This design comes from an exercise in tuning for small area on the open sky130 flow, not from production work. Function was checked by simulation only, so behaviour that the tests miss may differ from the original. No driver is modelled on the clock port, so clocking that relies on it looks cheaper here than on a real chip. Power and IR drop assume default switching activity.

Design yqc_jisuanqi, start of the top module:
module yqc_jisuanqi(
    input clk,
    input rst,
    input [3:0] key,
    input [7:0] data_in,
    output wire [7:0] data_out,
    output wire [3:0] seg,
    output wire [3:0] dig
);
Size: roughly 390 cells after synthesis, roughly 46 flip-flops, ~30 I/O pins, about 0.0044 mm^2 of cells after synthesis.
==> module nib_class, before the edit <==
module nib_class(input [3:0] m, output [2:0] y);
    wire p2, x1, n3, x0, y10, y11, x01;
    dp_muxi   u2m(.s(m[1]), .d1(m[2]), .d0(m[3]), .y(p2));
    dp_nand2b u2 (.an(p2), .b(m[0]), .y(y[2]));
    dp_o21ai  u1a(.a1(m[1]), .a2(m[0]), .b1(m[3]), .y(x1));
    dp_inv    u1i(.a(m[3]), .y(n3));
    dp_o21ai  u1b(.a1(m[0]), .a2(n3), .b1(m[1]), .y(x0));
    dp_muxi   u1m(.s(m[2]), .d1(x0), .d0(x1), .y(y[1]));
    dp_xnor   u0a(.a(m[1]), .b(m[0]), .y(y10));
    dp_nand2b u0b(.an(y10), .b(m[3]), .y(y11));
    dp_xnor   u0c(.a(m[3]), .b(m[1]), .y(x01));
    dp_muxi   u0m(.s(m[2]), .d1(x01), .d0(y11), .y(y[0]));
endmodule
==> module display_control, before the edit <==
module display_control(
    input clk,
    input rst,
    input [1:0] operation,
    input add_next,
    input nclear,
    input [7:0] as_sum,
    input as_co,
    input [7:0] prod_lo,
    input [7:0] nprod_hi,
    input [7:0] quo,             
    input div_ok,
    output reg [7:0] data_out,
    output seg3,                 
    output reg seg2,             
    output [1:0] seg10,          
    output [3:0] dig
);
    reg [7:0] dmask;
    reg       ovh;
    reg [2:0] ncode;
    reg [2:0] dcode;
    reg [1:0] scode;             
    reg [1:0] scan_count;
    wire o1 = operation[1], o0 = operation[0];
    wire sc1 = scan_count[1], sc0 = scan_count[0];
    wire no1, no0, is_add, nsel_mul, sel_mul, sel_div, nis_sub;
    dp_inv  ud1(.a(o1), .y(no1));
    dp_inv  ud0(.a(o0), .y(no0));
    dp_nor  ud2(.a(o1), .b(o0), .y(is_add));
    dp_nand ud3(.a(o1), .b(no0), .y(nsel_mul));
    dp_inv  ud4(.a(nsel_mul), .y(sel_mul));
    dp_and3 ud5(.a(o1), .b(o0), .c(div_ok), .y(sel_div));      
    dp_nand ud6(.a(no1), .b(o0), .y(nis_sub));
    wire ov_t, novf_next, borrow, pm15, nhi15_next, ovh_next;
    dp_a31o  uo1(.a1(o1), .a2(o0), .a3(nclear), .b1(is_add), .y(ov_t));
    dp_nand  uo2(.a(ovh), .b(ov_t), .y(novf_next));
    dp_nor   uh1(.a(nis_sub), .b(as_co), .y(borrow));
    dp_nor   uh2(.a(nsel_mul), .b(nprod_hi[7]), .y(pm15));
    dp_nor   uh3(.a(borrow), .b(pm15), .y(nhi15_next));
    dp_muxi  uh4(.s(add_next), .d1(nhi15_next), .d0(novf_next), .y(ovh_next));
    wire [7:0] nres_lo, dmask_d;
    genvar j;
    generate
        for (j = 0; j < 8; j = j + 1) begin : g_lo
            dp_a222oi u(.a1(no1), .a2(as_sum[j]), .b1(sel_mul), .b2(prod_lo[j]),
                        .c1(sel_div), .c2(quo[j]), .y(nres_lo[j]));
            dp_nand   um(.a(novf_next), .b(nres_lo[j]), .y(dmask_d[j]));
        end
    endgenerate
    wire nsc0, sc1_next, pick_b74, pick_b118, carry8, bc8;
    dp_inv  us0(.a(sc0), .y(nsc0));
    dp_xor  us1(.a(sc1), .b(sc0), .y(sc1_next));      
    dp_nor  up1(.a(sc1), .b(sc0), .y(pick_b74));
    dp_nor  up2(.a(sc1), .b(nsc0), .y(pick_b118));
    dp_and3 up3(.a(is_add), .b(as_co), .c(pick_b118), .y(carry8));
    dp_or   up4(.a(borrow), .b(carry8), .y(bc8));
    wire [3:0] lo_nib, p_nib, hi_nib, nnib;
    generate
        for (j = 0; j < 4; j = j + 1) begin : g_nib
            dp_muxi ul(.s(pick_b74), .d1(nres_lo[4+j]), .d0(nres_lo[j]), .y(lo_nib[j]));
            dp_muxi up(.s(pick_b118), .d1(nprod_hi[j]), .d0(nprod_hi[4+j]), .y(p_nib[j]));
            if (j == 0) begin : g_h0
                dp_a21o uh(.a1(sel_mul), .a2(p_nib[j]), .b1(bc8), .y(hi_nib[j]));
            end else begin : g_hn
                dp_a21o uh(.a1(sel_mul), .a2(p_nib[j]), .b1(borrow), .y(hi_nib[j]));
            end
            dp_muxi un(.s(sc1_next), .d1(hi_nib[j]), .d0(lo_nib[j]), .y(nnib[j]));
        end
    endgenerate
    wire [2:0] ncode_d;
    nib_class u_class(.m(nnib), .y(ncode_d));
    always @(posedge clk or posedge rst) begin
        if (rst) begin
            data_out <= 0;
            dmask <= 0;
            ovh <= 0;
            ncode <= 3'b010;         
            dcode <= 3'b010;
            scode <= 2'b00;          
            seg2 <= 1'b0;
            scan_count <= 0;
        end else begin
            dmask <= dmask_d;
            ovh <= ovh_next;
            data_out <= dmask;
            ncode <= ncode_d;
            dcode <= ncode;
            scode <= dcode[1:0];
            seg2 <= dcode[2];
            scan_count <= {sc1_next, nsc0};
        end
    end
    wire nx2, s1a, s0a, started;
    dp_inv   ug2(.a(seg2), .y(nx2));
    dp_nor   ug3(.a(nx2), .b(scode[0]), .y(seg3));
    dp_nor   ug1a(.a(seg2), .b(scode[0]), .y(s1a));
    dp_nor   ug1(.a(scode[1]), .b(s1a), .y(seg10[1]));
    dp_xnor  ug0a(.a(scode[1]), .b(seg2), .y(s0a));
    dp_nor   ug0(.a(scode[0]), .b(s0a), .y(seg10[0]));
    dp_or3   ust(.a(seg2), .b(scode[1]), .c(scode[0]), .y(started));
    wire nsc1;
    dp_inv   ui1(.a(sc1), .y(nsc1));
    dp_o21a  ug7(.a1(sc1),  .a2(nsc0), .b1(started), .y(dig[3]));
    dp_o21a  ug6(.a1(nsc1), .a2(sc0),  .b1(started), .y(dig[2]));
    dp_o21a  ug5(.a1(nsc1), .a2(nsc0), .b1(started), .y(dig[1]));
    dp_o21a  ug4(.a1(sc1),  .a2(sc0),  .b1(started), .y(dig[0]));
endmodule
clock: 33.0 ns
lec_check: 0
cap_margin: 20
core_margin: 2
core_utilization: 40
gpl_timing_driven: 0
slew_margin: 20
synth_hierarchical: 1
standard.sh (not shown) runs the stock make flow with config.mk's settings and CLKGATE_MAP_FILE= SYNTH_SCRIPT=/design/flow/synth_recipe.tcl, a recipe that flattens the netlist after the stock synthesis.
==> flow/flow/run.sh <==
#!/bin/bash
export BUFFER_PORTS_ARGS="-buffer_cell sky130_fd_sc_hd__buf_1"
export PRE_CTS_TCL="$PWD/flow/pre_cts.tcl"
export CTS_ARGS="-sink_clustering_enable -repair_clock_nets -buf_list sky130_fd_sc_hd__clkbuf_8 -dont_use_dummy_load"
bash standard.sh > standard.log 2>&1
Other scripts of this flow, unchanged in this note and not shown: flow/flow/manual_cts.tcl, flow/flow/pre_cts.tcl
Rerun with:
--- a/flow/design.v
+++ b/flow/design.v
@@ -25,8 +25,11 @@
 endmodule
 module dp_a22o(input a1, input a2, input b1, input b2, output y);
     assign y = (a1 & a2) | (b1 & b2);
 endmodule
+module dp_o22ai(input a1, input a2, input b1, input b2, output y);
+    assign y = ~((a1 | a2) & (b1 | b2));
+endmodule
 module dp_a31o(input a1, input a2, input a3, input b1, output y);
     assign y = (a1 & a2 & a3) | b1;
 endmodule
 module dp_a21o(input a1, input a2, input b1, output y);
@@ -266,19 +269,17 @@
     dp_mul8    u_mul(.a(num1), .b(num2), .prod_lo(prod_lo), .nprod_hi(nprod_hi));
     dp_div8    u_div(.a(num1), .b(num2), .q(quo), .bnz(div_ok));
 endmodule
 module nib_class(input [3:0] m, output [2:0] y);
-    wire p2, x1, n3, x0, y10, y11, x01;
-    dp_muxi   u2m(.s(m[1]), .d1(m[2]), .d0(m[3]), .y(p2));
-    dp_nand2b u2 (.an(p2), .b(m[0]), .y(y[2]));
-    dp_o21ai  u1a(.a1(m[1]), .a2(m[0]), .b1(m[3]), .y(x1));
-    dp_inv    u1i(.a(m[3]), .y(n3));
-    dp_o21ai  u1b(.a1(m[0]), .a2(n3), .b1(m[1]), .y(x0));
-    dp_muxi   u1m(.s(m[2]), .d1(x0), .d0(x1), .y(y[1]));
-    dp_xnor   u0a(.a(m[1]), .b(m[0]), .y(y10));
-    dp_nand2b u0b(.an(y10), .b(m[3]), .y(y11));
-    dp_xnor   u0c(.a(m[3]), .b(m[1]), .y(x01));
-    dp_muxi   u0m(.s(m[2]), .d1(x01), .d0(y11), .y(y[0]));
+    wire t01, t23, t21, mx, t012;
+    dp_nor    u0(.a(m[0]), .b(m[1]), .y(t01));
+    dp_nand2b u1(.an(m[2]), .b(m[3]), .y(t23));
+    dp_nand   u2(.a(m[2]), .b(m[1]), .y(t21));
+    dp_o22ai  u3(.a1(t01), .a2(t23), .b1(t21), .b2(m[3]), .y(y[0]));
+    dp_muxi   u4(.s(m[1]), .d1(m[2]), .d0(m[3]), .y(mx));
+    dp_nand2b u5(.an(mx), .b(m[0]), .y(y[2]));
+    dp_a21o   u6(.a1(m[0]), .a2(m[1]), .b1(m[2]), .y(t012));
+    dp_and3   u7(.a(m[3]), .b(t21), .c(t012), .y(y[1]));
 endmodule
 module display_control(
     input clk,
     input rst,
@@ -355,11 +356,11 @@
         if (rst) begin
             data_out <= 0;
             dmask <= 0;
             ovh <= 0;
-            ncode <= 3'b010;         
-            dcode <= 3'b010;
-            scode <= 2'b00;          
+            ncode <= 3'b000;         
+            dcode <= 3'b000;
+            scode <= 2'b11;          
             seg2 <= 1'b0;
             scan_count <= 0;
         end else begin
             dmask <= dmask_d;
@@ -371,22 +372,22 @@
             seg2 <= dcode[2];
             scan_count <= {sc1_next, nsc0};
         end
     end
-    wire nx2, s1a, s0a, started;
-    dp_inv   ug2(.a(seg2), .y(nx2));
-    dp_nor   ug3(.a(nx2), .b(scode[0]), .y(seg3));
-    dp_nor   ug1a(.a(seg2), .b(scode[0]), .y(s1a));
-    dp_nor   ug1(.a(scode[1]), .b(s1a), .y(seg10[1]));
-    dp_xnor  ug0a(.a(scode[1]), .b(seg2), .y(s0a));
-    dp_nor   ug0(.a(scode[0]), .b(s0a), .y(seg10[0]));
-    dp_or3   ust(.a(seg2), .b(scode[1]), .c(scode[0]), .y(started));
+    wire nx2, x01, x21, started;
+    dp_inv   ug0(.a(seg2), .y(nx2));
+    dp_nor   ug1(.a(scode[0]), .b(scode[1]), .y(seg10[0]));
+    dp_xor   ug2(.a(scode[0]), .b(scode[1]), .y(x01));
+    dp_nor   ug3(.a(nx2), .b(x01), .y(seg3));
+    dp_nand3 ug4(.a(nx2), .b(scode[0]), .c(scode[1]), .y(started));
+    dp_nor   ug5(.a(seg2), .b(scode[1]), .y(x21));
+    dp_nor   ug6(.a(scode[0]), .b(x21), .y(seg10[1]));
     wire nsc1;
     dp_inv   ui1(.a(sc1), .y(nsc1));
-    dp_o21a  ug7(.a1(sc1),  .a2(nsc0), .b1(started), .y(dig[3]));
-    dp_o21a  ug6(.a1(nsc1), .a2(sc0),  .b1(started), .y(dig[2]));
-    dp_o21a  ug5(.a1(nsc1), .a2(nsc0), .b1(started), .y(dig[1]));
-    dp_o21a  ug4(.a1(sc1),  .a2(sc0),  .b1(started), .y(dig[0]));
+    dp_o21a  uq7(.a1(sc1),  .a2(nsc0), .b1(started), .y(dig[3]));
+    dp_o21a  uq6(.a1(nsc1), .a2(sc0),  .b1(started), .y(dig[2]));
+    dp_o21a  uq5(.a1(nsc1), .a2(nsc0), .b1(started), .y(dig[1]));
+    dp_o21a  uq4(.a1(sc1),  .a2(sc0),  .b1(started), .y(dig[0]));
 endmodule
 module yqc_jisuanqi(
     input clk,
     input rst,
Area after synthesis came out lower by 0.57%.
Wire length came out lower by 3.0%.
Via count came out lower by 0.62%.
Total power came out lower by 1.5%.
Synthesized cell count came out lower by 0.51%.
Global-route usage came out lower by 0.71 points.
Worst hold slack got worse by 0.053 ns.
Critical path depth came out lower by 1.
Sequential power came out lower by about 2%.
Combinational power hardly moves.
First-iteration DRC count came out lower by 2.9%.
Fmax came out higher by 1.1%.
Worst setup slack improved by 0.20 ns.

## static timing again, ports no longer ideal
How much do the figures lean on ideal ports? The routed layouts below were timed once more, with nothing changed but the port constraints. Step 1 (the two cells are an assumption about what drives the block):
set clk [get_ports {clk}]
set_driving_cell -lib_cell sky130_fd_sc_hd__clkbuf_16 $clk
set_driving_cell -lib_cell sky130_fd_sc_hd__buf_2 [delete_from_list [all_inputs] $clk]
Step 2 also shifts input and output timing later by t, the mid clock arrival at the registers, as if the neighbouring blocks saw the same clock. Slacks: ideal ports / drivers / drivers and shift; pairs: ideal ports / drivers.
run | shift t [ns] | setup slack, ns | latest minus earliest clock arrival (ns)
the first run | 0.198 | 15.545 / 15.545 / 15.545 | 0.015 / 0.015
the second run | 0.197 | 15.742 / 15.742 / 15.742 | 0.039 / 0.039
After both steps setup and hold are still met in every run listed.
